Background: an optimization exercise with open tools, aiming at small area and a short achievable clock period. Do not read the settings as production practice.
Only simulation tests tie the RTL to the original design; equivalence was not proved.
Power figures rest on the tool's default switching activity, not on a simulated workload.

==> flow/design.v <==
module rc_next(
    input  wire        done,
    input  wire        stage_flag,
    input  wire [19:0] des,
    input  wire [1:0]  colh,
    input  wire [19:0] s1,
    input  wire [7:0]  g,
    output wire [19:0] des_n,
    output wire [1:0]  colh_n,
    output wire [19:0] s1_n,
    output wire [7:0]  g_n,
    output wire [10:0] fr_n,
    output wire        stage_n,
    output wire        done_n,
    input  wire        a1,
    input  wire        a384,
    output wire        a1_n,
    output wire        a384_n,
    output wire        c7_n,
    output wire        c9_n
);
  wire live = ~done;
  wire [8:0] col = {colh, des[6:0]};
  wire lo127  = &des[6:0];
  wire col0   = (colh == 2'd0) & ~|des[6:0];
  wire c383   = (colh == 2'd2) & lo127;              
  wire c384   = (colh == 2'd3);                      
  wire dz     = ~|des;
  wire end0   = (des == 20'd552959);                 
  wire d147   = (des == 20'd147456);
  wire d294   = (des == 20'd294912);
  wire d442   = (des == 20'd442368);
  wire cwrap = stage_flag ? c384 : c383;
  wire last  = live & (stage_flag ? (c384 & d442) : end0);
  assign stage_n = stage_flag | last;
  assign done_n  = done | (last & stage_flag);
  reg  [19:0] des_inc;
  reg         dc;
  integer     i;
  always @* begin
    dc = live & ~(stage_flag & c384);
    for (i = 0; i < 20; i = i + 1) begin
      des_inc[i] = des[i] ^ dc;
      dc = dc & des[i];
    end
  end
  assign des_n  = last ? 20'd0 : des_inc;
  assign colh_n = (live & cwrap) ? 2'd0 : colh + {1'b0, live & lo127};
  reg  [7:0] g_add;
  reg        gc;
  reg  [7:0] gk;
  integer    j;
  always @* begin
    gk = stage_flag ? ((live & c384) ? 8'd64 : 8'd0) : 8'd171;
    gc = 1'b0;
    for (j = 0; j < 8; j = j + 1) begin
      g_add[j] = g[j] ^ gk[j] ^ gc;
      gc = (g[j] & gk[j]) | (gc & (g[j] ^ gk[j]));
    end
  end
  assign g_n = (~stage_flag & c383) ? 8'd0 : g_add;
  wire [7:0] gmask = stage_flag       ? 8'hFF :
                     (col >= 9'd306)  ? 8'h80 :
                     (col >= 9'd153)  ? 8'hC0 :
                     (col >= 9'd76)   ? 8'hE0 :
                     (col >= 9'd38)   ? 8'hF0 :
                     (col >= 9'd19)   ? 8'hF8 :
                     (col >= 9'd9)    ? 8'hFC :
                     (col >= 9'd4)    ? 8'hFE : 8'hFF;
  wire [7:0] gm = g_n & gmask;
  reg  [2:0] q;
  always @* begin
    casez (gm)
      8'b1???????: q = 3'd7;
      8'b01??????: q = 3'd6;
      8'b001?????: q = 3'd5;
      8'b0001????: q = 3'd4;
      8'b00001???: q = 3'd3;
      8'b000001??: q = 3'd2;
      8'b0000001?: q = 3'd1;
      default:     q = 3'd0;
    endcase
  end
  wire [7:0]  gn = gm << (3'd7 - q);
  assign fr_n = (gm == 8'd0) ? 11'd0 : {4'd7 + {1'b0, q}, gn[6:0]};
  wire carry = (g < 8'd171);      
  reg  [1:0]  kl;                 
  reg  [3:0]  kh;                 
  reg         ld;                 
  reg  [12:0] hv;
  always @* begin
    kl = 2'd1; kh = 4'd0; ld = 1'b0; hv = 13'd0;
    if (done) kl = 2'd0;
    else if (~stage_flag) begin
      if (col0) begin
        if (dz) kl = 2'd0;
        else begin kl = 2'd2; kh = -4'd5; end
      end else if (c383) begin
        if (end0) begin ld = 1'b1; hv = 13'd4; end
        else kh = 4'd5;
      end else kl = carry ? 2'd2 : 2'd1;
    end else begin
      if (col0) begin
        if (dz) begin kl = 2'd3; kh = -4'd5; end
        else if (d147) begin ld = 1'b1; hv = 13'd1440; end
        else if (d294) begin ld = 1'b1; hv = 13'd2880; end
        else kh = (des[8:7] == 2'd0) ? 4'd6 : 4'd3;
      end else if (c384) begin
        kl = 2'd0;
        if (d147)      begin ld = 1'b1; hv = 13'd2874; end
        else if (d294) begin ld = 1'b1; hv = 13'd4314; end
        else if (d442) begin ld = 1'b1; hv = 13'd1434; end
        else kh = -4'd3;
      end
    end
  end
  reg  [6:0]  l_sum;
  reg  [12:0] h_sum;
  reg         lc, hc, pinc, pdec;
  integer     k;
  always @* begin
    lc = 1'b0;
    for (k = 0; k < 7; k = k + 1) begin
      l_sum[k] = s1[k] ^ (k < 2 ? kl[k] : 1'b0) ^ lc;
      lc = (k < 2 ? (s1[k] & kl[k]) : 1'b0) | (lc & (s1[k] ^ (k < 2 ? kl[k] : 1'b0)));
    end
    hc = lc;
    for (k = 0; k < 3; k = k + 1) begin
      h_sum[k] = s1[7+k] ^ kh[k] ^ hc;
      hc = (s1[7+k] & kh[k]) | (hc & (s1[7+k] ^ kh[k]));
    end
    pinc = hc & ~kh[3];
    pdec = ~hc & kh[3];
    for (k = 3; k < 13; k = k + 1) begin
      h_sum[k] = s1[7+k] ^ (pinc | pdec);
      pinc = pinc & s1[7+k];
      pdec = pdec & ~s1[7+k];
    end
  end
  assign s1_n = {ld ? hv : h_sum, l_sum};
  assign a1_n   = live ? ~stage_flag : a1;
  assign a384_n = live ? stage_flag : a384;
  assign c7_n   = a1_n & (&s1_n[6:0]);
  assign c9_n   = a384_n ? (s1_n[8] | s1_n[7]) : (a1_n & (&s1_n[8:0]));
endmodule
module rc_hold #(parameter W = 1) (
    input  wire         en,
    input  wire [W-1:0] nx,
    input  wire [W-1:0] q,
    output wire [W-1:0] d
);
  assign d = en ? nx : q;
endmodule
module resize_controller(
    clk,
    reset_n,
    enable,
    src_addr1,
    src_addr2,
    des_addr,
    stage_flag,
    fraction_part,
    done
);
  input wire clk;
  input wire reset_n;
  input wire enable;
  output reg  done, stage_flag;
  output wire [23-1:0] src_addr1, src_addr2;
  output wire [23-1:0] des_addr;
  output wire [15:0] fraction_part;
  reg [19:0] des;       
  reg [1:0]  colh;      
  reg [19:0] s1;        
  reg [7:0]  g;         
  reg [10:0] fr;        
  assign des_addr      = {3'b000, des};
  assign src_addr1     = {3'b000, s1};
  reg         a1, a384, c7, c9;
  wire        a1_n, a384_n, c7_n, c9_n;
  reg  [19:0] s2;
  integer     m;
  always @* begin
    for (m = 0; m < 7; m = m + 1)
      s2[m] = s1[m] ^ (a1 & (&(s1[6:0] | ~((7'd1 << m) - 7'd1))));
    s2[7] = s1[7] ^ (a384 | c7);
    s2[8] = s1[8] ^ (a384 ? ~s1[7] : (c7 & s1[7]));
    for (m = 9; m < 20; m = m + 1)
      s2[m] = s1[m] ^ (c9 & (&(s1[19:9] | ~((11'd1 << (m - 9)) - 11'd1))));
  end
  assign src_addr2 = {3'b000, s2};
  assign fraction_part = {2'b00, fr, 3'b000};
  wire [19:0] des_n, s1_n;
  wire [1:0]  colh_n;
  wire [7:0]  g_n;
  wire [10:0] fr_n;
  wire        stage_n, done_n;
  rc_next u_next (
    .done(done), .stage_flag(stage_flag), .des(des), .colh(colh), .s1(s1), .g(g),
    .des_n(des_n), .colh_n(colh_n), .s1_n(s1_n), .g_n(g_n), .fr_n(fr_n),
    .stage_n(stage_n), .done_n(done_n),
    .a1(a1), .a384(a384), .a1_n(a1_n), .a384_n(a384_n), .c7_n(c7_n), .c9_n(c9_n)
  );
  localparam N = 20 + 2 + 20 + 8 + 11 + 2 + 4;
  wire [N-1:0] d;
  rc_hold #(.W(N)) u_hold (
    .en(enable),
    .nx({des_n, colh_n, s1_n, g_n, fr_n, stage_n, done_n, a1_n, a384_n, c7_n, c9_n}),
    .q ({des,   colh,   s1,   g,   fr,   stage_flag, done, a1, a384, c7, c9}),
    .d (d)
  );
  always @(posedge clk or negedge reset_n) begin
    if (~reset_n) begin
      des        <= 0;
      colh       <= 0;
      s1         <= 0;
      g          <= 0;
      fr         <= 0;
      stage_flag <= 0;
      done       <= 0;
      a1         <= 0;
      a384       <= 0;
      c7         <= 0;
      c9         <= 0;
    end else begin
      {des, colh, s1, g, fr, stage_flag, done, a1, a384, c7, c9} <= d;
    end
  end
endmodule
==> flow/flow/run.sh <==
#!/bin/bash
# Standard ORFS layout with two changes: the port buffers are buf_1 cells
# instead of the default delay buffers, and clock tree synthesis uses small
# clock buffers and no dummy loads (the design has few flip-flops).
# make's output goes to flow_make.log; each tool's log is under orfs/logs.
set -euo pipefail
bash standard.sh "BUFFER_PORTS_ARGS=-buffer_cell sky130_fd_sc_hd__buf_1" \
  "CTS_ARGS=-sink_clustering_enable -repair_clock_nets -dont_use_dummy_load -buf_list sky130_fd_sc_hd__clkbuf_4 -root_buf sky130_fd_sc_hd__clkbuf_8" \
  finish > flow_make.log 2>&1
==> flow/standard.sh <==
#!/bin/bash
# synth_recipe.tcl (not shown) runs the flow's synth.tcl, then flattens the netlist and writes it again
# the make line also repeats each setting of config.mk as NAME=value (left out here)
make -C /OpenROAD-flow-scripts/flow DESIGN_CONFIG=/design/flow/config.mk WORK_HOME=/design/flow/orfs CLKGATE_MAP_FILE= SYNTH_SCRIPT=/design/flow/synth_recipe.tcl "${@:-finish}"
==> flow/config.mk <==
export PLATFORM = sky130hd
export DESIGN_NAME = resize_controller
export DESIGN_NICKNAME = resize_controller
export VERILOG_FILES = /design/flow/design.v
export SDC_FILE = /design/flow/constraint.sdc
export NUM_CORES = 4
export LEC_CHECK = 0
export CAP_MARGIN = 20
export CORE_MARGIN = 2
export CORE_UTILIZATION = 40
export PLACE_DENSITY = 0.6
export SLEW_MARGIN = 20
==> flow/constraint.sdc <==
create_clock -name core_clock -period 32.0 [get_ports {clk}]
set_input_delay 6.4000 -clock core_clock [delete_from_list [all_inputs] [get_ports {clk}]]
set_output_delay 6.4000 -clock core_clock [all_outputs]
set_load 0.01 [all_outputs]
==> results of run 1 <==
## layout make-up
class                   instances  area, µm²
inverters                      27        101
fillers                      1254       6960
clock buffers                   9        124
multi-input cells             444       3070
repair buffers                 80        322
flip-flops and latches         67       1680
well taps                     172        215
## report_power, final
part	switching (mW)	internal (mW)	total (mW)	leakage (nW)
clock	0.0310	0.0251	0.0561	0.0647
combinational	0.0758	0.0554	0.131	1.52
sequential	0.0298	0.101	0.131	0.853
## cell families (layout without fill, tap and decap cells)
family                     after synthesis  after routing  synth area share [%]
adders and majority gates               42             42                  11.6
muxes                                   14             14                  2.95
AOI/OAI and AO/OA                      144            144                  20.4
other                                    1             14                0.0743
buffers and inverters                   76            116                  7.04
and+or+nand+nor                        210            210                  21.3
DFF                                     67             67                  33.2
xor gates and xnor gates                20             20                  3.47
## worst max-delay path: stages (launching register included)
cell and delay, ns:
dfrtp_1 0.54, nand3_1 0.18, nor2_1 0.27, nand4_1 0.18
inv_1 0.10, and3_1 0.19, nand2_1 0.08, xnor2_1 0.14
buf_1 0.17
## flip-flops by register name, indices dropped and copies added (netlist names), 2 cells and up
| name | flops |
|---|---|
| g | 8 |
| fr | 11 |
| s1 | 20 |
| des | 20 |
| colh | 2 |
## Yosys cell counts, drive strengths merged (4+ instances only)
master	instances	area share (%)
nand2b	7	0.87
a211oi	7	1.2
mux2i	7	1.4
dfrtp	67	33
a21oi	23	2.3
nand4	14	2.0
nand3	27	2.8
a22oi	4	0.59
a21boi	4	0.67
ha	34	8.4
a31oi	8	1.1
nor2	38	2.8
inv	26	1.9
o31ai	6	0.89
o211ai	4	0.59
and2	4	0.50
a211o	4	0.69
xor2	5	0.87
and3	7	0.87
xnor2	15	2.6
a21o	6	0.89
nor3	11	1.1
nand2	70	5.3
o21ai	30	3.0
o2bb2ai	28	4.9
mux2	7	1.6
fa	8	3.2
or3	11	1.7
buf	25	3.2
clkbuf	24	1.8
## layer usage
| metal | vias up | GRT usage [%] | share of wire [%] |
|---|---|---|---|
| met1 | 2092 | 25.5 | 47 |
| met2 | 116 | 31.9 | 48 |
| met3 | 16 | 3.22 | 4.3 |
| li1 | 2161 | - | - |
| met4 | 0 | 7.14 | 1.4 |
| met5 | - | 0 | 0 |
## path summary, 6_finish.rpt
path / start / endpoint / depth (start not counted)
worst max-delay path: s1[10] / src_addr2[19] / 8
worst min-delay path: fr[8] / fr[8] / 1
worst max register to register: des[5] / s1[19] / 28
worst min register to register: fr[8] / fr[8] / 1
max in group asynchronous: reset_n / des[16] / 2
min in group asynchronous: reset_n / s1[9] / 2
## stage by stage
stage,utilization [%],std cells
after detailed placement,43.2,790
after global placement,43.2,790
after global routing,44.2,799
final,44.2,799
after floorplan,-,587
after CTS,44.2,799
==> key figures, run 1 <==
Timing
  • Final period util: 26.9%
  • FMAX: ~0.12 GHz
  • Final setup viols: 0
  • Hold Fails Final Rpt: 0
  • Fin crit period: 8.60 ns
  • Setup TNS: 0 ns
  • Fin worst setup slack: about 23 ns
  • Hold WS: roughly 0.50 ns
  • Clock Skews: 0.0199 ns
  • RSZ-0062 raised after global routing: false
  • Final Max Tran Viols: 0
  • Worst Max-Slew Pin Slew: 0.922 ns
  • Slew HR: roughly two fifths

Layout
  • Commonest non-fill, non-tap cell in the layout: buf_1
  • # diodes: 0
  • Area grow syn2layout: 9.02%
  • Design Area, Final: between 0.005 and 0.006 mm²
  • Commonest cells after routing, fill and taps aside: buf_1 (73), nand2_1 (69), dfrtp_1 (67), nor2_1 (38), ha_1 (34)
  • Layout cells sized above 1: between 6 and 7%
  • Nets@finish: 674

Flow run
  • Max-cap violation count: 0

Die
  • Die Ht: 116 µm
  • Die footprint: around 0.014 mm²
  • FP Rows: between 40 and 50
  • # IOs: 90
  • Core region area: 0.0125 mm²
  • Die Wd: roughly 120 µm
  • Initial core utilization: between 40 and 50%

Worst setup path
  • CP Max Fanout: 11
  • Setup Crit Path Kind: flop to output port
  • WP data required: around 26 ns
  • Crit. End Element: output port
  • Startpoint types: flop
  • FF-to-FF setup slack: approximately 26 ns
  • WP data arrival: between 2 and 2.5 ns

Clock network
  • CTS clk-pin slew, worst paths: 0.08 ns
  • CTS-repair resized insts: 0
  • Root Driver: clkbuf_8
  • Number of H-tree levels: 3
  • Clock Latency Late Sink: about 0.37 ns
  • Clock Sinks: 67
  • TritonCTS buffer count: 9
  • Setup bufs post-CTS: 0
  • CTS tree: yes
  • CTS max path bufs: 2
  • Hold buffers post-CTS: 0

Yosys
  • Post-synth EDFFs: 0
  • Post-synthesis cell count: roughly 570
  • Async S/R FF share, synth: 100%
  • Seq/Total Area, Yosys: between 30% and 40%
  • Netlist cell types: 71
  • Synthesized cell area: 0.00505 mm²
  • Avg Inst Size Synth: approximately 8.8 µm²
  • Ys Warns: 2
  • Dominant synthesized flop cell: dfrtp_1
  • FF+latch count, synth: between 60 and 70

Pwr
  • Pwr Density: 57.7 mW/mm²
  • Total power draw: 0.318 mW
  • Lkg Pwr: ~2.4 nW
  • Peak supply drop: slightly above 0.02 mV

Global routing
  • Largest net degree at the start of global routing: 81
  • Antenna violations before repair: 0
  • GRT Util Overall: approximately 19%
  • First-pass GRT wire length: 20,600 µm
  • Vias in the first global route: 4,143
  • Global route total overflow: 0

Placement
  • Placed Area: approximately 0.0054 mm²
  • Setup WS pre-CTS: 23.54 ns
  • RD Place Congestion: around 0.85
  • # port buffers: 75
  • Post-DP HPWL: roughly 8800 µm

Detailed routing
  • DR DRC count: 0
  • Detailed Routing Iterations Pass 1: 5
  • Post-DRT Antenna Nets: 0
  • Via count: 4,385
  • Vias per std cell: ~5.5
  • Initial DRC count: between 200 and 300
  • DRT Wirelength: ~12,000 µm
  • Routed WL per cell: about 16 µm

Worst hold path
  • Worst hold path type: flop to flop

Run status
  • Status: complete, no violations
==> inputs of run 2 (changes only) <==
--- a/flow/flow/run.sh
+++ b/flow/flow/run.sh
@@ -8,2 +8,2 @@
   "CTS_ARGS=-sink_clustering_enable -repair_clock_nets -dont_use_dummy_load -buf_list sky130_fd_sc_hd__clkbuf_4 -root_buf sky130_fd_sc_hd__clkbuf_8" \
-  finish > flow_make.log 2>&1
+  "SETUP_SLACK_MARGIN=24.0" finish > flow_make.log 2>&1
==> run 2 against run 1 <==
  * Still clean
  * Clock power fell by 2%
  * Synthesized area did not move
  * Power grew 3.4%
  * Routed wire length increased by 1.8%
  * Utilization grew 0.97 points
  * First-iteration DRC count decreased by 7.9%
  * Maximum frequency grew 6.5%
  * Synthesized cell count stayed put
  * Non-clock buffer count grew 10
  * Critical endpoint unchanged
  * Largest power group is now combinational logic
==> key figures, run 2 <==
Worst setup path
  • Setup Crit Path Kind: flop to output port
  • Critical Path Stages: 8
  • Buf/Inv on CP: 2
  • CP Max Fanout: 2
  • WP data arrival: 1.67 ns
  • Startpoint types: flop
  • Reg2reg end: s1[19]
  • Cell family contributing the most delay on the critical path: simple AND/OR/NAND/NOR gates
  • FF-to-FF setup slack: ~26 ns
  • FF-to-FF Start: des[5]
  • Crit path from: c9
  • Crit. End Element: output port
  • Critical-path cell list: nand3_2 -> nor2_2 -> nand4_1 -> inv_1 -> and3_4 -> nand2_2 -> xnor2_2 -> buf_2
  • Max stage delay on crit path: 0.39 ns
  • WP data required: approximately 26 ns
  • Critical path's slowest cell: dfrtp_2
  • Reg2reg path depth: 28

Timing
  • Hold Fails Final Rpt: 0
  • Setup TNS: 0 ns
  • Final setup viols: 0
  • Clock Skews: between 0.02 and 0.03 ns
  • RSZ-0062 raised after global routing: true
  • FMAX: 0.124 GHz
  • Final Max Tran Viols: 0
  • Slew HR: between 30% and 40%
  • Final period util: between 20% and 30%
  • Worst Max-Slew Pin Slew: ~0.95 ns
  • Fin crit period: 8.07 ns

Clock network
  • Root Driver: clkbuf_8
  • CTS max path bufs: 2
  • TritonCTS buffer count: 9
  • CTS clk-pin slew, worst paths: around 0.07 ns
  • Clock Sinks: 67
  • Hold buffers post-CTS: 0
  • Clock Latency Late Sink: between 0.3 and 0.4 ns
  • CTS tree: yes
  • Number of H-tree levels: 3

Die
  • Core region area: 0.0125 mm²
  • Die Wd: about 120 µm
  • Die footprint: about 0.014 mm²
  • FP Rows: 41
  • Die Ht: approximately 120 µm
  • # IOs: 90
  • Initial core utilization: about two fifths

Pwr
  • Peak supply drop: ~0.018 mV
  • Combinational fraction of design power: between 40 and 50%
  • Lkg Pwr: around 2.5 nW
  • Net switching power: between 0.1 and 0.15 mW
  • Clock share of power: between 10% and 20%
  • Pint: roughly 0.19 mW
  • Seq pwr share: between 30% and 40%
  • Net Sw Frac: a little over two fifths
  • Pwr Density: between 50 and 60 mW/mm²

Yosys
  • Most frequent cell after synthesis: nand2_1
  • Netlist cell types: slightly above 70
  • Synth top area cells: dfrtp_1 (33%), ha_1 (8.4%), nand2_1 (5.1%), o2bb2ai_1 (4.9%), fa_1 (3.2%)
  • Async S/R FF share, synth: 100%
  • Synthesized cell area: 0.00505 mm²
  • Dominant synthesized flop cell: dfrtp_1
  • Avg Inst Size Synth: 8.80 µm²
  • Top-area cell type share of the netlist area: 33.2%
  • Ys Warns: 2
  • FF+latch count, synth: 67
  • Post-synthesis cell count: 574
  • Commonest cells in the netlist: nand2_1 (69), dfrtp_1 (67), nor2_1 (38)
  • Seq/Total Area, Yosys: around 33%
  • Yosys top cell by area: dfrtp_1
  • Post-synth EDFFs: 0

Layout
  • Nets@finish: a little under 700
  • Final non-filler cell total: between 800 and 900
  • Layout cells sized above 1: a little over a tenth
  • Commonest non-fill, non-tap cell in the layout: nand2_1
  • # diodes: 0
  • Registers with the most flip-flops: des x20, s1 x20, fr x11
  • Commonest cells after routing, fill and taps aside: nand2_1 (68), buf_1 (67), dfrtp_1 (61), nor2_1 (36), ha_1 (34)
  • Area grow syn2layout: 11.4%
  • End-of-flow core utilization: a little under half
  • Fill cell count: approximately 1.3k

Run status
  • Status: complete, no violations

Placement
  • Placed cell count: 790
  • # port buffers: between 70 and 80
  • Post-DP HPWL: just under 9000 µm
  • RD Place Congestion: around 0.83

Detailed routing
  • DRT Wirelength: between 10,000 and 15,000 µm
  • Routed WL per cell: ~16 µm
  • Vias per std cell: 5.53
  • Initial DRC count: roughly 230
  • Detailed Routing Iterations Pass 1: 4
  • Post-DRT Antenna Nets: 0
  • Via count: roughly 4.5k
  • DR DRC count: 0

Global routing
  • Global route total overflow: 0
  • Antenna violations before repair: 0
  • Largest net degree at the start of global routing: roughly 80
  • First-pass GRT wire length: between 20,000 and 25,000 µm
  • Vias in the first global route: between 4k and 5k
  • GRT Util Overall: 19.1%

Worst hold path
  • Hold Path Depth: 1
  • Hold endpoint: fr[7]
  • Min-delay src: fr[7]
  • Worst hold path type: flop to flop

Flow run
  • Max-cap violation count: 0
## run 2: cells by family (layout without fill, tap and decap cells)
family                     after synthesis  in the layout  synth area share (%)
and+or+nand+nor                        210            210                  21.3
AOI/OAI and AO/OA                      144            144                  20.4
buffers and inverters                   76            126                  7.04
DFF                                     67             67                  33.2
adders and majority gates               42             42                  11.6
xor gates and xnor gates                20             20                  3.47
muxes                                   14             14                  2.95
other                                    1             14                0.0743
## run 2: power groups by stage
stage	clock network, mW	logic (mW)	registers (mW)
floorplan	0	0.102	0.124
global placement	0	0.132	0.131
detailed placement	0	0.133	0.132
CTS	0.0572	0.148	0.126
global route	0.0603	0.168	0.129
finish	0.0552	0.148	0.126
## run 2: worst max path at each step
stage                         end  slack, ns
finish              src_addr2[19]      23.93
detailed placement             c9      23.53
CTS                 src_addr2[19]      23.88
floorplan           src_addr2[19]      24.03
global route        src_addr2[19]      23.80
global placement               c9      23.60
## run 2: layout make-up
class | instances | area [µm²] | area share [%]
Clock buffer | 9 | 124 | 2.20
Inverter | 27 | 101 | 1.80
Timing Repair Buffer | 90 | 410 | 7.29
Multi-Input combinational cell | 444 | 3090 | 54.9
Tap cell | 172 | 215 | 3.82
Sequential cell | 67 | 1680 | 29.9
## run 2: timing repair
item | CTS | global route
resized for setup | 13 | 8
setup endpoints to repair | 10 | 7
setup buffers | 8 | 2
pin swaps | 2 | 3
## run 2: routing by layer
layer / global-route usage [%] / share of wire, %
met5: 0 / 0
met3: 3.48 / 4.2
met4: 5.95 / 1.5
met1: 25.8 / 47
met2: 31.4 / 48
## run 2: per-stage QoR
step	power, mW	hold slack [ns]	worst slack (ns)	area, µm²
2_1_floorplan	0.226	0.471	24.03	5110
3_3_place_gp	0.263	0.478	23.60	5390
3_5_place_dp	0.266	0.477	23.53	5390
4_1_cts	0.331	0.497	23.88	5600
5_1_grt	0.358	0.522	23.80	5630
6_report	0.329	0.494	23.93	5630
==> inputs of run 3 (changes only) <==
--- a/flow/design.v
+++ b/flow/design.v
@@ -19,3 +19,6 @@
     output wire        c7_n,
-    output wire        c9_n
+    output wire        c9_n,
+    output wire        c4_n,
+    output wire        c13_n,
+    output wire        c17_n
 );
@@ -144,2 +147,5 @@
   assign c9_n   = a384_n ? (s1_n[8] | s1_n[7]) : (a1_n & (&s1_n[8:0]));
+  assign c4_n   = a1_n & (&s1_n[3:0]);
+  assign c13_n  = c9_n & (&s1_n[12:9]);
+  assign c17_n  = c13_n & (&s1_n[16:13]);
 endmodule
@@ -178,4 +184,4 @@
   assign src_addr1     = {3'b000, s1};
-  reg         a1, a384, c7, c9;
-  wire        a1_n, a384_n, c7_n, c9_n;
+  reg         a1, a384, c7, c9, c4, c13, c17;
+  wire        a1_n, a384_n, c7_n, c9_n, c4_n, c13_n, c17_n;
   reg  [19:0] s2;
@@ -183,8 +189,14 @@
   always @* begin
-    for (m = 0; m < 7; m = m + 1)
-      s2[m] = s1[m] ^ (a1 & (&(s1[6:0] | ~((7'd1 << m) - 7'd1))));
+    for (m = 0; m < 4; m = m + 1)
+      s2[m] = s1[m] ^ (a1 & (&(s1[3:0] | ~((4'd1 << m) - 4'd1))));
+    for (m = 4; m < 7; m = m + 1)
+      s2[m] = s1[m] ^ (c4 & (&(s1[6:4] | ~((3'd1 << (m - 4)) - 3'd1))));
     s2[7] = s1[7] ^ (a384 | c7);
     s2[8] = s1[8] ^ (a384 ? ~s1[7] : (c7 & s1[7]));
-    for (m = 9; m < 20; m = m + 1)
-      s2[m] = s1[m] ^ (c9 & (&(s1[19:9] | ~((11'd1 << (m - 9)) - 11'd1))));
+    for (m = 9; m < 13; m = m + 1)
+      s2[m] = s1[m] ^ (c9 & (&(s1[12:9] | ~((4'd1 << (m - 9)) - 4'd1))));
+    for (m = 13; m < 17; m = m + 1)
+      s2[m] = s1[m] ^ (c13 & (&(s1[16:13] | ~((4'd1 << (m - 13)) - 4'd1))));
+    for (m = 17; m < 20; m = m + 1)
+      s2[m] = s1[m] ^ (c17 & (&(s1[19:17] | ~((3'd1 << (m - 17)) - 3'd1))));
   end
@@ -201,5 +213,6 @@
     .stage_n(stage_n), .done_n(done_n),
-    .a1(a1), .a384(a384), .a1_n(a1_n), .a384_n(a384_n), .c7_n(c7_n), .c9_n(c9_n)
+    .a1(a1), .a384(a384), .a1_n(a1_n), .a384_n(a384_n), .c7_n(c7_n), .c9_n(c9_n),
+    .c4_n(c4_n), .c13_n(c13_n), .c17_n(c17_n)
   );
-  localparam N = 20 + 2 + 20 + 8 + 11 + 2 + 4;
+  localparam N = 20 + 2 + 20 + 8 + 11 + 2 + 7;
   wire [N-1:0] d;
@@ -207,4 +220,4 @@
     .en(enable),
-    .nx({des_n, colh_n, s1_n, g_n, fr_n, stage_n, done_n, a1_n, a384_n, c7_n, c9_n}),
-    .q ({des,   colh,   s1,   g,   fr,   stage_flag, done, a1, a384, c7, c9}),
+    .nx({des_n, colh_n, s1_n, g_n, fr_n, stage_n, done_n, a1_n, a384_n, c7_n, c9_n, c4_n, c13_n, c17_n}),
+    .q ({des,   colh,   s1,   g,   fr,   stage_flag, done, a1, a384, c7, c9, c4, c13, c17}),
     .d (d)
@@ -224,4 +237,7 @@
       c9         <= 0;
+      c4         <= 0;
+      c13        <= 0;
+      c17        <= 0;
     end else begin
-      {des, colh, s1, g, fr, stage_flag, done, a1, a384, c7, c9} <= d;
+      {des, colh, s1, g, fr, stage_flag, done, a1, a384, c7, c9, c4, c13, c17} <= d;
     end
--- a/flow/flow/run.sh
+++ b/flow/flow/run.sh
@@ -8,2 +8,2 @@
   "CTS_ARGS=-sink_clustering_enable -repair_clock_nets -dont_use_dummy_load -buf_list sky130_fd_sc_hd__clkbuf_4 -root_buf sky130_fd_sc_hd__clkbuf_8" \
-  "SETUP_SLACK_MARGIN=24.0" finish > flow_make.log 2>&1
+  finish > flow_make.log 2>&1
==> run 3 against run 2 <==
  * Die area is 5.6% higher
  * Via count up 7.6%
  * Sequential share of layout area is 0.35 points higher
  * Design area increased by 2.8%
  * Sequential power decreased by 21%
  * Power fell by 39%
  * Synthesized cell count is 6.6% higher
  * Global-route usage increased by 0.87 points
  * Routed wire length increased by 11%
  * Combinational power down 69%
  * Clock power increased by 2%
  * Critical endpoint is now c17
  * Largest cell class unchanged
==> key figures, run 3 <==
Timing
  • Hold Fails Final Rpt: 0
  • Slew HR: between 30% and 40%
  • Fin crit period: approximately 8.4 ns
  • Worst Max-Slew Pin Slew: slightly above 1 ns
  • FMAX: around 0.12 GHz
  • Clock Skews: 0.0200 ns
  • Setup TNS: 0 ns
  • RSZ-0062 raised after global routing: false
  • Final Max Tran Viols: 0
  • Final setup viols: 0
  • Final period util: a little over a quarter

Clock network
  • Number of H-tree levels: 3
  • Clock Latency Late Sink: roughly 0.36 ns
  • CTS tree: yes
  • CTS-repair resized insts: 0
  • Setup bufs post-CTS: 0
  • Hold buffers post-CTS: 0
  • CTS max path bufs: 2
  • CTS clk-pin slew, worst paths: ~0.060 ns
  • Root Driver: clkbuf_8
  • TritonCTS buffer count: 9
  • Clock Sinks: 70

Detailed routing
  • Vias per std cell: roughly 5.8
  • Detailed Routing Iterations Pass 1: 5
  • DR DRC count: 0
  • Routed WL per cell: 16.8 µm
  • Post-DRT Antenna Nets: 0
  • DRT Wirelength: around 14,000 µm
  • Via count: ~4.8k
  • Initial DRC count: approximately 240

Layout
  • Final non-filler cell total: roughly 830
  • Nets@finish: a little over 700
  • Fill cell count: roughly 1.3k
  • Registers with the most flip-flops: des x20, s1 x20, fr x11
  • Commonest non-fill, non-tap cell in the layout: buf_1
  • Area grow syn2layout: 8.27%
  • # diodes: 0
  • Commonest cells after routing, fill and taps aside: buf_1 (73), dfrtp_1 (70), nand2_1 (68), nor2_1 (38), ha_1 (37)
  • Sequential standard cell area: ~0.0018 mm²
  • Multi-input logic area: about 0.0033 mm²
  • Layout cells sized above 1: about 6.2%

Yosys
  • Xor and xnor area share after synthesis: under 10%
  • Post-synth EDFFs: 0
  • Yosys top cell by area: dfrtp_1
  • Most frequent cell after synthesis: dfrtp_1
  • Synth Area in Compound Gates: a little under a quarter
  • Commonest cells in the netlist: dfrtp_1 (70), nand2_1 (68), nor2_1 (38)
  • Synth Area in Adders: between 10% and 20%
  • Mux cell area share after synthesis: 2.44%
  • FF+latch count, synth: 70
  • Seq/Total Area, Yosys: between 30% and 40%
  • Netlist cell types: 75
  • Ys Warns: 2
  • Dominant synthesized flop cell: dfrtp_1
  • Synth top area cells: dfrtp_1 (33%), ha_1 (8.7%), nand2_1 (4.8%), o2bb2ai_1 (4.6%), fa_1 (3.0%)
  • Top-area cell type share of the netlist area: about 33%
  • Synthesized cell area: 0.00534 mm²
  • Avg Inst Size Synth: 8.73 µm²
  • Post-synthesis cell count: slightly above 600
  • Largest family of logic cells by synthesized area: compound AO/OA/AOI/OAI gates
  • Async S/R FF share, synth: between 90% and 100%
  • Simple-Gate Fraction of Synth Area: a little under a fifth

Die
  • FP Rows: between 40 and 50
  • Core region area: about 0.013 mm²
  • Die footprint: around 0.014 mm²
  • Die Ht: roughly 120 µm
  • # IOs: 90
  • Initial core utilization: 40.7%
  • Die Wd: about 120 µm

Pwr
  • Pwr Density: 34.9 mW/mm²
  • Peak supply drop: about 0.02 mV
  • Lkg Pwr: ~2.5 nW

Worst setup path
  • WP data required: between 30 and 40 ns
  • Max stage delay on crit path: about 0.65 ns
  • FF-to-FF Start: des[4]
  • Reg2reg end: s1[19]
  • Critical-path cell list: clkbuf_2 -> buf_4 -> inv_2 -> a21oi_1 -> o211ai_1 -> o41ai_1
  • Critical path's slowest cell: buf_4
  • Reg2reg path depth: 22
  • Crit. End Element: flop
  • FF-to-FF setup slack: 25.63 ns
  • Startpoint types: input pin
  • WP data arrival: approximately 8.6 ns
  • Setup Crit Path Kind: input pin to flop
  • CP Max Fanout: 84

Placement
  • # port buffers: between 70 and 80
  • RD Place Congestion: roughly 0.85
  • Placed cell count: 825
  • Post-DP HPWL: 9780 µm

Worst hold path
  • Min-delay src: fr[2]
  • Worst hold path type: flop to flop
  • Hold Path Depth: 1
  • Hold endpoint: fr[2]

Global routing
  • Largest net degree at the start of global routing: 85
  • First-pass GRT wire length: between 20,000 and 25,000 µm
  • Global route total overflow: 0
  • GRT Util Overall: roughly a fifth
  • Vias in the first global route: approximately 4.6k
  • Antenna violations before repair: 0

Flow run
  • Max-cap violation count: 0

Run status
  • Status: complete, no violations
[run 3: changes by cell type after synthesis, sizes merged, moves of 4 or more]
| cell | change |
|---|---|
| xor2 | +6 |
| a21oi | +6 |
| nor3 | +4 |
| o22ai | +7 |
| nor4 | +5 |
| or3 | -7 |
| clkbuf | +5 |
[run 3: cells by family (layout without fill, tap and decap cells)]
family,count (synthesis),count (layout)
AOI/OAI and AO/OA,171,171
adders and majority gates,45,45
other,1,14
and+or+nand+nor,203,203
buffers and inverters,86,119
DFF,70,70
xor gates and xnor gates,24,24
muxes,12,12
[run 3: metal layers]
layer  vias to the layer above  global-route usage [%]  routed length, µm
met5                         -                       0                  0
met4                         0                    6.47                257
met3                        22                    3.52                523
met2                       122                    33.5               6870
met1                      2361                    26.3               6370
li1                       2313                       -                  -
[run 3: worst max-delay path, delay by kind of cell]
family	cells	cell delay, ns
buffers and inverters	3	1.33
AOI/OAI and AO/OA	3	0.88
[run 3: through the flow]
step                      instance area, µm²  setup slack, ns  utilization, %  hold WS [ns]  power [mW]
after CTS                               5780            23.60            44.0         0.496       0.205
after global routing                    5780            23.36            44.0         0.510       0.215
after global placement                  5660            23.36            43.0         0.470       0.147
after detailed placement                5660            23.24            43.0         0.472       0.147
after floorplan                         5390            24.50               -         0.470       0.135
final                                   5780            23.60            44.0         0.491       0.202
[run 3: worst max path at each step]
stage            to  slack [ns]   start
3_3_place_gp    c17       23.36  enable
3_5_place_dp    c17       23.24  enable
5_1_grt         c17       23.36  enable
2_1_floorplan  g[1]       24.50  enable
4_1_cts         c17       23.60  enable
6_report        c17       23.60  enable
[run 3: layout make-up]
cell class	count	area share, %
clock buffer	9	2.14
sequential	70	30.3
timing repair buffer	80	5.56
multi-input combinational	469	56.3
tap	176	3.81
inverter	30	1.95
[run 3: power breakdown]
part / internal [mW] / total, mW / switching, mW
sequential: 0.0939 / 0.0999 / 0.00601
combinational: 0.0157 / 0.0461 / 0.0304
clock: 0.0251 / 0.0562 / 0.0311
total: 0.135 / 0.202 / 0.0675
==> inputs of run 4 (changes only) <==
--- a/flow/flow/run.sh
+++ b/flow/flow/run.sh
@@ -8,2 +8,2 @@
   "CTS_ARGS=-sink_clustering_enable -repair_clock_nets -dont_use_dummy_load -buf_list sky130_fd_sc_hd__clkbuf_4 -root_buf sky130_fd_sc_hd__clkbuf_8" \
-  finish > flow_make.log 2>&1
+  "SETUP_SLACK_MARGIN=24.0" finish > flow_make.log 2>&1
==> run 4 against run 3 <==
  * First-iteration DRC count is 1.7% lower
  * Die area stayed put
  * Still clean
  * Clock skew hardly changed
  * Sequential cell count stayed put
  * Sequential power hardly changed
  * Clock-buffer cell count stayed put
==> key figures, run 4 <==
Layout
  • Commonest cells after routing, fill and taps aside: buf_1 (73), dfrtp_1 (70), nand2_1 (68), nor2_1 (38), ha_1 (37)
  • Nets@finish: 708
  • Registers with the most flip-flops: des x20, s1 x20, fr x11
  • Multi-input logic area: around 0.0033 mm²
  • Fill cell count: between 1k and 1.5k
  • Commonest non-fill, non-tap cell in the layout: buf_1
  • # diodes: 0
  • Area grow syn2layout: 8.45%
  • Layout cells sized above 1: under 10%
  • Sequential standard cell area: 0.00175 mm²

Die
  • # IOs: 90
  • Core region area: about 0.013 mm²
  • Initial core utilization: between 40 and 50%
  • Die footprint: around 0.014 mm²
  • Die Ht: roughly 120 µm
  • FP Rows: 42
  • Die Wd: between 100 and 150 µm

Timing
  • FMAX: roughly 0.13 GHz
  • Final Max Tran Viols: 0
  • Hold WS: 0.491 ns
  • Final setup viols: 0
  • Worst Max-Slew Pin Slew: 1.03 ns
  • Clock Skews: about 0.020 ns
  • Slew HR: 31.0%
  • Setup TNS: 0 ns
  • RSZ-0062 raised after global routing: false
  • Fin crit period: approximately 8 ns
  • Fin worst setup slack: 24.16 ns
  • Hold Fails Final Rpt: 0
  • Final period util: between 20% and 30%

Yosys
  • Synth top area cells: dfrtp_1 (33%), ha_1 (8.7%), nand2_1 (4.8%), o2bb2ai_1 (4.6%), fa_1 (3.0%)
  • Dominant synthesized flop cell: dfrtp_1
  • Async S/R FF share, synth: 100%
  • Post-synth EDFFs: 0
  • Top-area cell type share of the netlist area: roughly 33%
  • Avg Inst Size Synth: around 8.7 µm²
  • Ys Warns: 2
  • FF+latch count, synth: 70
  • Seq/Total Area, Yosys: roughly a third
  • Netlist cell types: 75
  • Synthesized cell area: around 0.0053 mm²
  • Commonest cells in the netlist: dfrtp_1 (70), nand2_1 (68), nor2_1 (38)
  • Post-synthesis cell count: 612
  • Yosys top cell by area: dfrtp_1
  • Most frequent cell after synthesis: dfrtp_1

Detailed routing
  • Routed WL per cell: about 17 µm
  • DRT Wirelength: between 10,000 and 15,000 µm
  • Via count: slightly below 5k
  • DR DRC count: 0
  • Post-DRT Antenna Nets: 0
  • Detailed Routing Iterations Pass 1: 5
  • Vias per std cell: 5.76
  • Initial DRC count: roughly 230

Clock network
  • Clock Latency Late Sink: between 0.3 and 0.4 ns
  • Setup bufs post-CTS: 0
  • CTS clk-pin slew, worst paths: 0.07 ns
  • CTS max path bufs: 2
  • TritonCTS buffer count: 9
  • CTS tree: yes
  • Clock Sinks: 70
  • Root Driver: clkbuf_8
  • Number of H-tree levels: 3

Worst setup path
  • Startpoint types: flop
  • Crit. End Element: output port
  • Cell family contributing the most delay on the critical path: flip-flops
  • Max stage delay on crit path: between 0.4 and 0.5 ns
  • Critical path's slowest cell: dfrtp_1
  • Critical-path cell list: o21ai_0 -> xnor2_1 -> buf_1
  • Buf/Inv on CP: 1
  • WP data arrival: between 1 and 1.5 ns
  • Setup Crit Path Kind: flop to output port
  • CP Max Fanout: 6
  • WP data required: 25.60 ns

Placement
  • Post-DP HPWL: around 9800 µm
  • # port buffers: 75
  • RD Place Congestion: roughly 0.85
  • Setup WS pre-CTS: between 20 and 25 ns

Global routing
  • Global route total overflow: 0
  • First-pass GRT wire length: around 23,000 µm
  • Largest net degree at the start of global routing: 85
  • GRT Util Overall: about a fifth
  • Antenna violations before repair: 0
  • Vias in the first global route: between 4k and 5k

Pwr
  • Pwr Density: between 30 and 40 mW/mm²
  • Lkg Pwr: between 2 and 2.5 nW
  • Peak supply drop: about 0.02 mV

Run status
  • Status: complete, no violations

Flow run
  • Max-cap violation count: 0

Worst hold path
  • Worst hold path type: flop to flop
-- run 4: cell types whose count changed in the layout (fill, tap and decap cells not counted) --
cell   delta
buf_4     -1
inv_4     +1
inv_2     -1
buf_8     +1
-- run 4: worst paths after layout --
check                      startpoint           end  slack [ns]  depth (start not counted)
max in group asynchronous     reset_n        s1[19]       25.09                          2
min in group asynchronous     reset_n        s1[18]        6.24                          2
min reg2reg                     fr[2]         fr[2]        0.49                          1
max reg2reg                    des[4]        s1[19]       25.63                         22
max                             s1[7]  src_addr2[8]       24.16                          3
min                             fr[2]         fr[2]        0.49                          1
-- run 4: where the power goes --
| group | internal [mW] | switching (mW) | total, mW | leakage [nW] |
|---|---|---|---|---|
| logic | 0.0158 | 0.0304 | 0.0462 | 1.51 |
| clock network | 0.0251 | 0.0311 | 0.0562 | 0.0647 |
| registers | 0.0939 | 0.00603 | 0.0999 | 0.904 |
-- run 4: area by class of cell --
| cell class | count | area share [%] |
|---|---|---|
| Multi-Input combinational cell | 469 | 56.2 |
| Timing Repair Buffer | 80 | 5.68 |
| Tap cell | 176 | 3.80 |
| Inverter | 30 | 1.99 |
| Clock buffer | 9 | 2.14 |
| Sequential cell | 70 | 30.2 |
-- run 4: cells by family (layout without fill, tap and decap cells) --
| family | Yosys count | count (layout) | synth area share [%] |
|---|---|---|---|
| flip-flops | 70 | 70 | 32.8 |
| AO/OA/AOI/OAI | 171 | 171 | 22.7 |
| multiplexers | 12 | 12 | 2.44 |
| buffers and inverters | 86 | 119 | 7.54 |
| AND/OR/NAND/NOR | 203 | 203 | 18.9 |
| adder cells (fa/ha/maj) | 45 | 45 | 11.7 |
| other | 1 | 14 | 0.0702 |
| XOR/XNOR | 24 | 24 | 3.93 |
-- run 4: repair_timing --
item	in CTS	in global routing
endpoints found under the setup margin	4	1
hold buffers	0	0
resized for setup	2	2
-- run 4: layer usage --
| layer | global-route usage (%) | part of all wire, % |
|---|---|---|
| met5 | 0 | 0 |
| met4 | 6.47 | 1.7 |
| met3 | 3.52 | 4.0 |
| met2 | 33.5 | 49 |
| met1 | 26.3 | 45 |
-- run 4: stage by stage --
stage                     power, mW  utilization (%)  instances  cell area, µm²
after floorplan               0.135                -        625            5390
after detailed placement      0.147             43.0        825            5660
after global routing          0.215             44.1        834            5790
after CTS                     0.205             44.0        834            5790
after global placement        0.147             43.0        825            5660
final                         0.202             44.1        834            5790
==> inputs of run 5 (changes only) <==
--- a/flow/flow/run.sh
+++ b/flow/flow/run.sh
@@ -8,2 +8,2 @@
   "CTS_ARGS=-sink_clustering_enable -repair_clock_nets -dont_use_dummy_load -buf_list sky130_fd_sc_hd__clkbuf_4 -root_buf sky130_fd_sc_hd__clkbuf_8" \
-  "SETUP_SLACK_MARGIN=24.0" finish > flow_make.log 2>&1
+  "SETUP_SLACK_MARGIN=24.3" finish > flow_make.log 2>&1
==> run 5 against run 4 <==
  * Still clean on timing, DRC and antenna
  * Combinational power grew 7.4%
  * Maximum frequency increased by 1.8%
  * Sequential power barely moved
  * Critical path type unchanged
==> key figures, run 5 <==
Worst setup path
  • WP data arrival: approximately 1.3 ns
  • Setup Crit Path Kind: flop to output port
  • WP data required: 25.60 ns
  • CP Max Fanout: 4
  • Critical path's slowest cell: dfrtp_2
  • FF-to-FF setup slack: approximately 26 ns
  • Startpoint types: flop
  • Buf/Inv on CP: 1
  • Crit. End Element: output port
  • Max stage delay on crit path: 0.45 ns
  • Cell family contributing the most delay on the critical path: flip-flops
  • Critical-path cell list: ha_4 -> xor2_1 -> buf_2

Layout
  • Commonest cells after routing, fill and taps aside: nand2_1 (68), buf_1 (63), dfrtp_1 (55), nor2_1 (37), ha_1 (32)
  • Sequential standard cell area: roughly 0.0018 mm²
  • Nets@finish: approximately 730
  • # diodes: 0
  • Area grow syn2layout: 13.5%
  • Layout cells sized above 1: ~15%
  • Multi-input logic area: ~0.0033 mm²
  • Commonest non-fill, non-tap cell in the layout: nand2_1
  • Design Area, Final: just over 0.006 mm²
  • End-of-flow core utilization: between 40% and 50%
  • Registers with the most flip-flops: des x20, s1 x20, fr x11
  • Fill cell count: 1,301

Die
  • Initial core utilization: about 41%
  • Core region area: about 0.013 mm²
  • FP Rows: between 40 and 50
  • Die Wd: 120 µm
  • # IOs: 90
  • Die Ht: between 100 and 150 µm
  • Die footprint: 0.0143 mm²

Timing
  • Final setup viols: 0
  • Clock Skews: 0.0203 ns
  • Final Max Tran Viols: 0
  • Fin crit period: slightly below 8 ns
  • FMAX: between 0.1 and 0.15 GHz
  • Fin worst setup slack: 24.30 ns
  • Setup TNS: 0 ns
  • Worst Max-Slew Pin Slew: approximately 1 ns
  • Hold Fails Final Rpt: 0
  • RSZ-0062 raised after global routing: true
  • Final period util: between 20 and 25%
  • Slew HR: 33.3%

Detailed routing
  • Detailed Routing Iterations Pass 1: 6
  • DR DRC count: 0
  • Vias per std cell: 5.72
  • Routed WL per cell: 16.8 µm
  • DRT Wirelength: 14,400 µm
  • Post-DRT Antenna Nets: 0
  • Initial DRC count: 259
  • Via count: ~5k

Placement
  • Placed Area: approximately 0.0057 mm²
  • Setup WS pre-CTS: ~23 ns
  • RD Place Congestion: around 0.85
  • # port buffers: 75
  • Post-DP HPWL: 9780 µm

Clock network
  • Number of H-tree levels: 3
  • Clock Latency Late Sink: approximately 0.36 ns
  • CTS tree: yes
  • Clock Sinks: 70
  • Root Driver: clkbuf_8
  • Hold buffers post-CTS: 0
  • TritonCTS buffer count: 9
  • CTS max path bufs: 2
  • CTS clk-pin slew, worst paths: approximately 0.080 ns

Yosys
  • Post-synthesis cell count: 612
  • Synth top area cells: dfrtp_1 (33%), ha_1 (8.7%), nand2_1 (4.8%), o2bb2ai_1 (4.6%), fa_1 (3.0%)
  • Most frequent cell after synthesis: dfrtp_1
  • FF+latch count, synth: 70
  • Top-area cell type share of the netlist area: 32.8%
  • Dominant synthesized flop cell: dfrtp_1
  • Ys Warns: 2
  • Netlist cell types: 75
  • Commonest cells in the netlist: dfrtp_1 (70), nand2_1 (68), nor2_1 (38)
  • Seq/Total Area, Yosys: between 30% and 40%
  • Yosys top cell by area: dfrtp_1
  • Synthesized cell area: 0.00534 mm²
  • Avg Inst Size Synth: 8.73 µm²
  • Async S/R FF share, synth: 100%
  • Post-synth EDFFs: 0

Pwr
  • Clock share of power: between 20% and 30%
  • Combinational fraction of design power: 24.1%
  • Net switching power: 0.0686 mW
  • Lkg Pwr: around 2.6 nW
  • Pint: 0.137 mW
  • Seq pwr share: between 40% and 50%
  • Peak supply drop: just over 0.02 mV
  • Total power draw: 0.206 mW
  • Pwr Density: approximately 34 mW/mm²
  • Net Sw Frac: 33.3%

Worst hold path
  • Worst hold path type: flop to flop

Global routing
  • Antenna violations before repair: 0
  • Largest net degree at the start of global routing: 85
  • Vias in the first global route: around 4.7k
  • First-pass GRT wire length: roughly 24,000 µm
  • Global route total overflow: 0
  • GRT Util Overall: approximately a fifth

Run status
  • Status: complete, no violations

Flow run
  • Max-cap violation count: 0
[run 5: cell counts after synthesis]
No cell type changed its count.
[run 5: logic make-up after synthesis]
logic type	synth area share, %
multiplexers	2.44
other	0.0702
AND/OR/NAND/NOR	18.9
adder cells (fa/ha/maj)	11.7
buffers and inverters	7.54
AO/OA/AOI/OAI	22.7
flip-flops	32.8
XOR/XNOR	3.93
[run 5: cell type report]
| cell class | instances | area share [%] |
|---|---|---|
| Clock buffer | 9 | 2.04 |
| Inverter | 30 | 1.94 |
| Multi-Input combinational cell | 469 | 54.8 |
| Sequential cell | 70 | 29.2 |
| Timing Repair Buffer | 101 | 8.37 |
| Tap cell | 176 | 3.63 |
[run 5: worst paths after layout]
kind | start | end | cells after the start
setup / recovery | a1 | src_addr2[1] | 3
hold / removal | fr[2] | fr[2] | 1
setup reg to reg | des[4] | s1[19] | 22
hold reg to reg | fr[2] | fr[2] | 1
max in group asynchronous | reset_n | s1[7] | 2
min in group asynchronous | reset_n | s1[16] | 2
[run 5: power by group through the flow]
| stage | clock, mW | combinational (mW) | sequential [mW] |
|---|---|---|---|
| after global routing | 0.0625 | 0.0558 | 0.101 |
| after CTS | 0.0588 | 0.0481 | 0.0997 |
| final | 0.0563 | 0.0496 | 0.0999 |
| after floorplan | 0 | 0.0340 | 0.101 |
| after detailed placement | 0 | 0.0459 | 0.102 |
| after global placement | 0 | 0.0457 | 0.101 |
[run 5: metrics by stage]
step           hold slack, ns  std cells
6_report                0.491        855
5_1_grt                 0.510        855
4_1_cts                 0.496        847
3_5_place_dp            0.472        825
3_3_place_gp            0.470        825
2_1_floorplan           0.470        625
[run 5: what timing repair did]
item / in CTS / in global routing
endpoints found under the setup margin: 57 / 17
pin swaps: 1 / 6
buffers inserted: 13 / 8
resized for setup: 25 / 24
[run 5: routing by layer]
layer / global-route usage (%) / up-vias / share of wire (%)
li1: - / 2359 / -
met1: 26.6 / 2377 / 44
met2: 34.2 / 132 / 50
met3: 3.52 / 19 / 4.3
met4: 6.62 / 0 / 1.8
met5: 0 / - / 0
==> inputs of run 6 (changes only) <==
--- a/flow/flow/run.sh
+++ b/flow/flow/run.sh
@@ -8,2 +8,2 @@
   "CTS_ARGS=-sink_clustering_enable -repair_clock_nets -dont_use_dummy_load -buf_list sky130_fd_sc_hd__clkbuf_4 -root_buf sky130_fd_sc_hd__clkbuf_8" \
-  "SETUP_SLACK_MARGIN=24.3" finish > flow_make.log 2>&1
+  "SETUP_SLACK_MARGIN=24.6" finish > flow_make.log 2>&1
==> run 6 against run 5 <==
  * Still clean on timing, DRC and antenna
  * Sequential share of layout area fell by 1.9 points
  * Maximum frequency increased by 0.27%
  * Non-clock buffer count up 37
  * Sequential cell count stayed put
  * Die area is the same
  * Clock skew down 0.00077 ns
==> key figures, run 6 <==
Global routing
  • First-pass GRT wire length: between 20,000 and 25,000 µm
  • Global route total overflow: 0
  • Vias in the first global route: ~4.7k
  • Antenna violations before repair: 0
  • Largest net degree at the start of global routing: 85
  • GRT Util Overall: between 20% and 30%

Yosys
  • Dominant synthesized flop cell: dfrtp_1
  • Synthesized cell area: around 0.0053 mm²
  • Synth top area cells: dfrtp_1 (33%), ha_1 (8.7%), nand2_1 (4.8%), o2bb2ai_1 (4.6%), fa_1 (3.0%)
  • Async S/R FF share, synth: between 90% and 100%
  • Netlist cell types: 75
  • Post-synth EDFFs: 0
  • FF+latch count, synth: 70
  • Yosys top cell by area: dfrtp_1
  • Ys Warns: 2
  • Most frequent cell after synthesis: dfrtp_1
  • Commonest cells in the netlist: dfrtp_1 (70), nand2_1 (68), nor2_1 (38)
  • Post-synthesis cell count: 612
  • Avg Inst Size Synth: about 8.7 µm²
  • Seq/Total Area, Yosys: between 30 and 40%
  • Top-area cell type share of the netlist area: 32.8%

Die
  • # IOs: 90
  • Die Ht: approximately 120 µm
  • Initial core utilization: roughly two fifths
  • Core region area: between 0.01 and 0.015 mm²
  • Die Wd: ~120 µm
  • FP Rows: 42
  • Die footprint: roughly 0.014 mm²

Pwr
  • Pint: between 0.1 and 0.15 mW
  • Combinational fraction of design power: approximately a quarter
  • Pwr Density: about 32 mW/mm²
  • Lkg Pwr: approximately 2.9 nW
  • Net switching power: 0.0712 mW
  • Net Sw Frac: between 30 and 40%
  • Peak supply drop: 0.0144 mV
  • Seq pwr share: 46.6%
  • Total power draw: 0.212 mW
  • Clock share of power: 27.0%

Layout
  • Final non-filler cell total: a little under 900
  • Commonest cells after routing, fill and taps aside: nand2_1 (68), buf_4 (47), buf_1 (43), dfrtp_2 (38), nor2_1 (37)
  • Nets@finish: roughly 770
  • Registers with the most flip-flops: des x20, s1 x20, fr x11
  • Fill cell count: 1,281
  • Area grow syn2layout: 23.3%
  • Design Area, Final: 0.00659 mm²
  • End-of-flow core utilization: between 50% and 60%
  • Commonest non-fill, non-tap cell in the layout: nand2_1
  • Layout cells sized above 1: roughly a quarter
  • # diodes: 0

Placement
  • Placed Area: 0.00566 mm²
  • # port buffers: 75
  • Placed cell count: around 830
  • RD Place Congestion: between 0.8 and 0.9
  • Post-DP HPWL: 9900 µm
  • Setup WS pre-CTS: around 23 ns

Timing
  • Fin worst setup slack: between 20 and 25 ns
  • Slew HR: a little under a third
  • Hold WS: 0.489 ns
  • Setup TNS: 0 ns
  • RSZ-0062 raised after global routing: true
  • Worst Max-Slew Pin Slew: around 1.0 ns
  • Fin crit period: about 7.7 ns
  • Final period util: between 20% and 30%
  • Clock Skews: approximately 0.020 ns
  • Final setup viols: 0
  • FMAX: between 0.1 and 0.15 GHz
  • Hold Fails Final Rpt: 0
  • Final Max Tran Viols: 0

Clock network
  • TritonCTS buffer count: 9
  • Clock Sinks: 70
  • Number of H-tree levels: 3
  • Clock Latency Late Sink: between 0.3 and 0.4 ns
  • CTS tree: yes
  • CTS max path bufs: 2
  • CTS clk-pin slew, worst paths: ~0.07 ns
  • Root Driver: clkbuf_8

Flow run
  • Max-cap violation count: 0

Worst setup path
  • Critical path's slowest cell: dfrtp_2
  • WP data required: ~26 ns
  • Max stage delay on crit path: between 0.4 and 0.5 ns
  • CP Max Fanout: 4
  • Critical-path cell list: ha_4 -> xor2_1 -> buf_2
  • Crit. End Element: output port
  • WP data arrival: between 1 and 1.5 ns
  • Startpoint types: flop
  • Setup Crit Path Kind: flop to output port

Worst hold path
  • Worst hold path type: flop to flop

Detailed routing
  • Vias per std cell: roughly 5.7
  • DRT Wirelength: around 15,000 µm
  • Post-DRT Antenna Nets: 0
  • Detailed Routing Iterations Pass 1: 6
  • Initial DRC count: between 200 and 300
  • Routed WL per cell: approximately 17 µm
  • Via count: approximately 5k
  • DR DRC count: 0

Run status
  • Status: complete, no violations
[run 6: cell types whose count changed in the layout (fill, tap and decap cells not counted), sizes merged]
| cell | change |
|---|---|
| buf | +37 |
[run 6: worst paths after layout]
| check | from | to | slack, ns | depth (start not counted) |
|---|---|---|---|---|
| worst max-delay path | a1 | src_addr2[1] | 24.32 | 3 |
| worst min-delay path | fr[8] | fr[8] | 0.49 | 1 |
| worst max register to register | des[4] | s1[19] | 25.54 | 23 |
| worst min register to register | fr[8] | fr[8] | 0.49 | 1 |
| max in group asynchronous | reset_n | s1[0] | 25.06 | 2 |
| min in group asynchronous | reset_n | des[12] | 6.26 | 2 |
[run 6: timing repair]
item,4_1_cts,5_1_grt
endpoints found under the setup margin,93,39
resized for setup,99,27
buffers inserted,48,9
endpoints found under the hold margin,0,0
gates cloned,0,1
pin swaps,7,8
hold buffers,0,0
[run 6: critical path: cells and delay by family, from the launching register on]
kind / cells / cell delay [ns]
flip-flops: 1 / 0.45
adder cells (fa/ha/maj): 1 / 0.17
buffers and inverters: 1 / 0.15
XOR/XNOR: 1 / 0.14
[run 6: layout make-up]
class                      count  area, µm²  area share [%]
sequential                    70       1800            27.3
clock buffer                   9        124            1.88
multi-input combinational    469       3350            50.9
timing repair buffer         138        972            14.8
tap                          176        220            3.34
inverter                      30        118            1.79
[run 6: logic make-up (layout without fill, tap and decap cells)]
group           after synthesis  after routing  synth area share, %
other cells                   1             14               0.0702
flops                        70             70                 32.8
mux                          12             12                 2.44
simple gates                203            203                 18.9
xor+xnor                     24             24                 3.93
fa+ha+maj                    45             45                 11.7
buf+inv                      86            177                 7.54
compound gates              171            171                 22.7
[run 6: routing by layer]
| metal | wire length, µm | GRT usage [%] | vias to the layer above | share of wire, % |
|---|---|---|---|---|
| li1 | - | - | 2428 | - |
| met1 | 6770 | 27.9 | 2497 | 44 |
| met2 | 7780 | 36.1 | 140 | 51 |
| met3 | 622 | 2.57 | 15 | 4.0 |
| met4 | 213 | 6.69 | 0 | 1.4 |
| met5 | 0 | 0 | - | 0 |
[run 6: power by group through the flow]
stage / sequential, mW / clock [mW] / combinational (mW)
after global routing: 0.0998 / 0.0629 / 0.0621
after floorplan: 0.101 / 0 / 0.0341
final: 0.0990 / 0.0574 / 0.0560
after detailed placement: 0.102 / 0 / 0.0458
after CTS: 0.0988 / 0.0593 / 0.0543
after global placement: 0.101 / 0 / 0.0457
==> inputs of run 7 (changes only) <==
==> flow/flow/run.sh (replaced) <==
#!/bin/bash
set -euo pipefail
bash standard.sh "BUFFER_PORTS_ARGS=-buffer_cell sky130_fd_sc_hd__buf_1" \
  "CTS_ARGS=-sink_clustering_enable -repair_clock_nets -dont_use_dummy_load -buf_list sky130_fd_sc_hd__clkbuf_4 -root_buf sky130_fd_sc_hd__clkbuf_8" \
  "SETUP_SLACK_MARGIN=24.0" finish > flow_make.log 2>&1
==> run 7 against run 6 <==
  * Still clean on timing, DRC and antenna
  * Maximum frequency shrank 2.1%
  * Synthesized area is the same
  * Register-to-register slack gained 0.09 ns
  * Sequential cell count is the same
  * Routed wire length shrank 9.0%
  * Setup slack lost 0.16 ns
  * Sequential share of layout area grew 2.9 points
  * Die area is the same
  * Design area shrank 12%
  * Critical path depth is the same
  * Combinational power shrank 18%
  * Hold slack gained 0.0012 ns
  * Critical endpoint is now src_addr2[8]
  * Largest power group unchanged
==> key figures, run 7 <==
Yosys
  • Avg Inst Size Synth: just under 9 µm²
  • Post-synthesis cell count: between 600 and 700
  • Post-synth EDFFs: 0
  • FF+latch count, synth: 70
  • Most frequent cell after synthesis: dfrtp_1
  • Synth top area cells: dfrtp_1 (33%), ha_1 (8.7%), nand2_1 (4.8%), o2bb2ai_1 (4.6%), fa_1 (3.0%)
  • Netlist cell types: 75
  • Top-area cell type share of the netlist area: between 30% and 40%
  • Synthesized cell area: 0.00534 mm²
  • Dominant synthesized flop cell: dfrtp_1
  • Seq/Total Area, Yosys: 32.8%
  • Yosys top cell by area: dfrtp_1
  • Ys Warns: 2
  • Async S/R FF share, synth: 100%
  • Commonest cells in the netlist: dfrtp_1 (70), nand2_1 (68), nor2_1 (38)

Timing
  • RSZ-0062 raised after global routing: false
  • Hold Fails Final Rpt: 0
  • Fin worst setup slack: 24.16 ns
  • Fin crit period: ~7.8 ns
  • Final setup viols: 0
  • FMAX: 0.128 GHz
  • Worst Max-Slew Pin Slew: roughly 1 ns
  • Final period util: around 25%
  • Final Max Tran Viols: 0
  • Hold WS: slightly below 0.5 ns
  • Clock Skews: 0.0199 ns
  • Slew HR: a little under a third
  • Setup TNS: 0 ns

Worst setup path
  • Cell family contributing the most delay on the critical path: flip-flops
  • Startpoint types: flop
  • Critical path's slowest cell: dfrtp_1
  • WP data required: between 20 and 30 ns
  • Crit. End Element: output port
  • Critical-path cell list: o21ai_0 -> xnor2_1 -> buf_1
  • CP Max Fanout: 6
  • Setup Crit Path Kind: flop to output port
  • WP data arrival: roughly 1.4 ns
  • Max stage delay on crit path: between 0.4 and 0.5 ns
  • Buf/Inv on CP: 1

Placement
  • Post-DP HPWL: 9780 µm
  • Placed Area: 0.00566 mm²
  • # port buffers: 75
  • RD Place Congestion: 0.851
  • Setup WS pre-CTS: 23.24 ns

Detailed routing
  • DR DRC count: 0
  • DRT Wirelength: 14,000 µm
  • Via count: between 4k and 5k
  • Post-DRT Antenna Nets: 0
  • Vias per std cell: about 5.8
  • Routed WL per cell: about 17 µm
  • Initial DRC count: 233
  • Detailed Routing Iterations Pass 1: 5

Die
  • FP Rows: 42
  • Core region area: ~0.013 mm²
  • Die footprint: approximately 0.014 mm²
  • Die Ht: 120 µm
  • Die Wd: around 120 µm
  • # IOs: 90
  • Initial core utilization: between 40% and 50%

Clock network
  • Number of H-tree levels: 3
  • CTS tree: yes
  • Hold buffers post-CTS: 0
  • TritonCTS buffer count: 9
  • CTS clk-pin slew, worst paths: around 0.07 ns
  • Root Driver: clkbuf_8
  • CTS max path bufs: 2
  • Clock Sinks: 70
  • Clock Latency Late Sink: ~0.36 ns

Worst hold path
  • Worst hold path type: flop to flop

Flow run
  • Max-cap violation count: 0

Global routing
  • Largest net degree at the start of global routing: 85
  • Antenna violations before repair: 0
  • Vias in the first global route: 4,563
  • Global route total overflow: 0
  • GRT Util Overall: about a fifth
  • First-pass GRT wire length: between 20,000 and 25,000 µm

Layout
  • Nets@finish: ~710
  • Layout cells sized above 1: under 10%
  • # diodes: 0
  • Registers with the most flip-flops: des x20, s1 x20, fr x11
  • Commonest non-fill, non-tap cell in the layout: buf_1
  • Commonest cells after routing, fill and taps aside: buf_1 (73), dfrtp_1 (70), nand2_1 (68), nor2_1 (38), ha_1 (37)
  • Fill cell count: around 1.3k
  • Design Area, Final: just under 0.006 mm²
  • Area grow syn2layout: 8.45%

Run status
  • Status: complete, no violations

Pwr
  • Lkg Pwr: 2.48 nW
  • Peak supply drop: 0.0203 mV
  • Pwr Density: between 30 and 40 mW/mm²
## run 7: cell counts after synthesis
No cell type changed its count.
## run 7: worst paths after layout
path	from	cells after the start	slack, ns	endpoint
worst max-delay path	s1[7]	3	24.16	src_addr2[8]
worst min-delay path	fr[2]	1	0.49	fr[2]
worst max register to register	des[4]	22	25.63	s1[19]
worst min register to register	fr[2]	1	0.49	fr[2]
max in group asynchronous	reset_n	2	25.09	s1[19]
min in group asynchronous	reset_n	2	6.24	s1[18]
## run 7: repair_timing
item                                    4_1_cts  5_1_grt
resized for setup                             2        2
endpoints found under the setup margin        4        1
cloned                                        0        0
endpoints found under the hold margin         0        0
pin swaps                                     0        0
buffers inserted                              0        0
## run 7: per-stage QoR
stage / cells / util [%] / power (mW)
after global routing: 834 / 44.1 / 0.215
after floorplan: 625 / - / 0.135
after detailed placement: 825 / 43.0 / 0.147
final: 834 / 44.1 / 0.202
after global placement: 825 / 43.0 / 0.147
after CTS: 834 / 44.0 / 0.205
## run 7: kinds of logic after synthesis
family,Yosys count,share of synthesized area [%]
AO/OA/AOI/OAI,171,22.7
XOR/XNOR,24,3.93
adder cells (fa/ha/maj),45,11.7
buffers and inverters,86,7.54
flip-flops,70,32.8
multiplexers,12,2.44
other,1,0.0702
AND/OR/NAND/NOR,203,18.9
## run 7: layer usage
| metal | vias up | GRT usage [%] | wire [µm] |
|---|---|---|---|
| li1 | 2314 | - | - |
| met3 | 20 | 3.52 | 557 |
| met1 | 2338 | 26.3 | 6340 |
| met5 | - | 0 | 0 |
| met2 | 131 | 33.5 | 6870 |
| met4 | 0 | 6.47 | 244 |
## run 7: final cells by class
cell class / count / area, µm² / share of cell area [%]
clock buffer: 9 / 124 / 2.14
inverter: 30 / 115 / 1.99
multi-input combinational: 469 / 3250 / 56.2
sequential: 70 / 1750 / 30.2
tap: 176 / 220 / 3.80
timing repair buffer: 80 / 329 / 5.68
## run 7: report_power, final
group	internal [mW]	switching, mW
Clock	0.0251	0.0311
Combinational	0.0158	0.0304
Sequential	0.0939	0.00603
Total	0.135	0.0676

## separate check: timing with driven ports
The flow's constraints put no driver on any port. The routed layouts listed below were extracted and timed again, unchanged, in two steps.
Step 1 sets driving cells, clkbuf_16 on the clock port and buf_2 on the other inputs (assumed; they add their load-dependent delay and slew).
Step 2 also shifts input and output timing later by t, the mid clock arrival at the registers, as if the neighbouring blocks saw the same clock.
a / b / c = no drivers / after step 1 / after step 2; a / b = the first two.
| run | t (ns) | setup WS [ns] | worst setup path at the end | worst data-port slew with drivers (ns) |
|---|---|---|---|---|
| run 1 | 0.392 | 23.403 / 23.370 / 23.532 | input to register | 0.03 |
| run 2 | 0.377 | 23.925 / 23.892 / 23.767 | input to register | 0.03 |
| run 3 | 0.381 | 23.598 / 23.609 / 23.228 | input to register | 0.03 |
| run 4 | 0.380 | 24.160 / 24.126 / 23.814 | input to register | 0.03 |
| run 5 | 0.381 | 24.301 / 24.268 / 24.054 | input to register | 0.03 |
| run 6 | 0.393 | 24.322 / 24.290 / 24.032 | input to register | 0.03 |
| run 7 | 0.380 | 24.160 / 24.126 / 23.814 | input to register | 0.03 |
After both steps setup and hold are still met in every run listed. The setup slack of run 3, which loses most, moves by +0.011 ns with the drivers and by -0.370 ns with both steps.
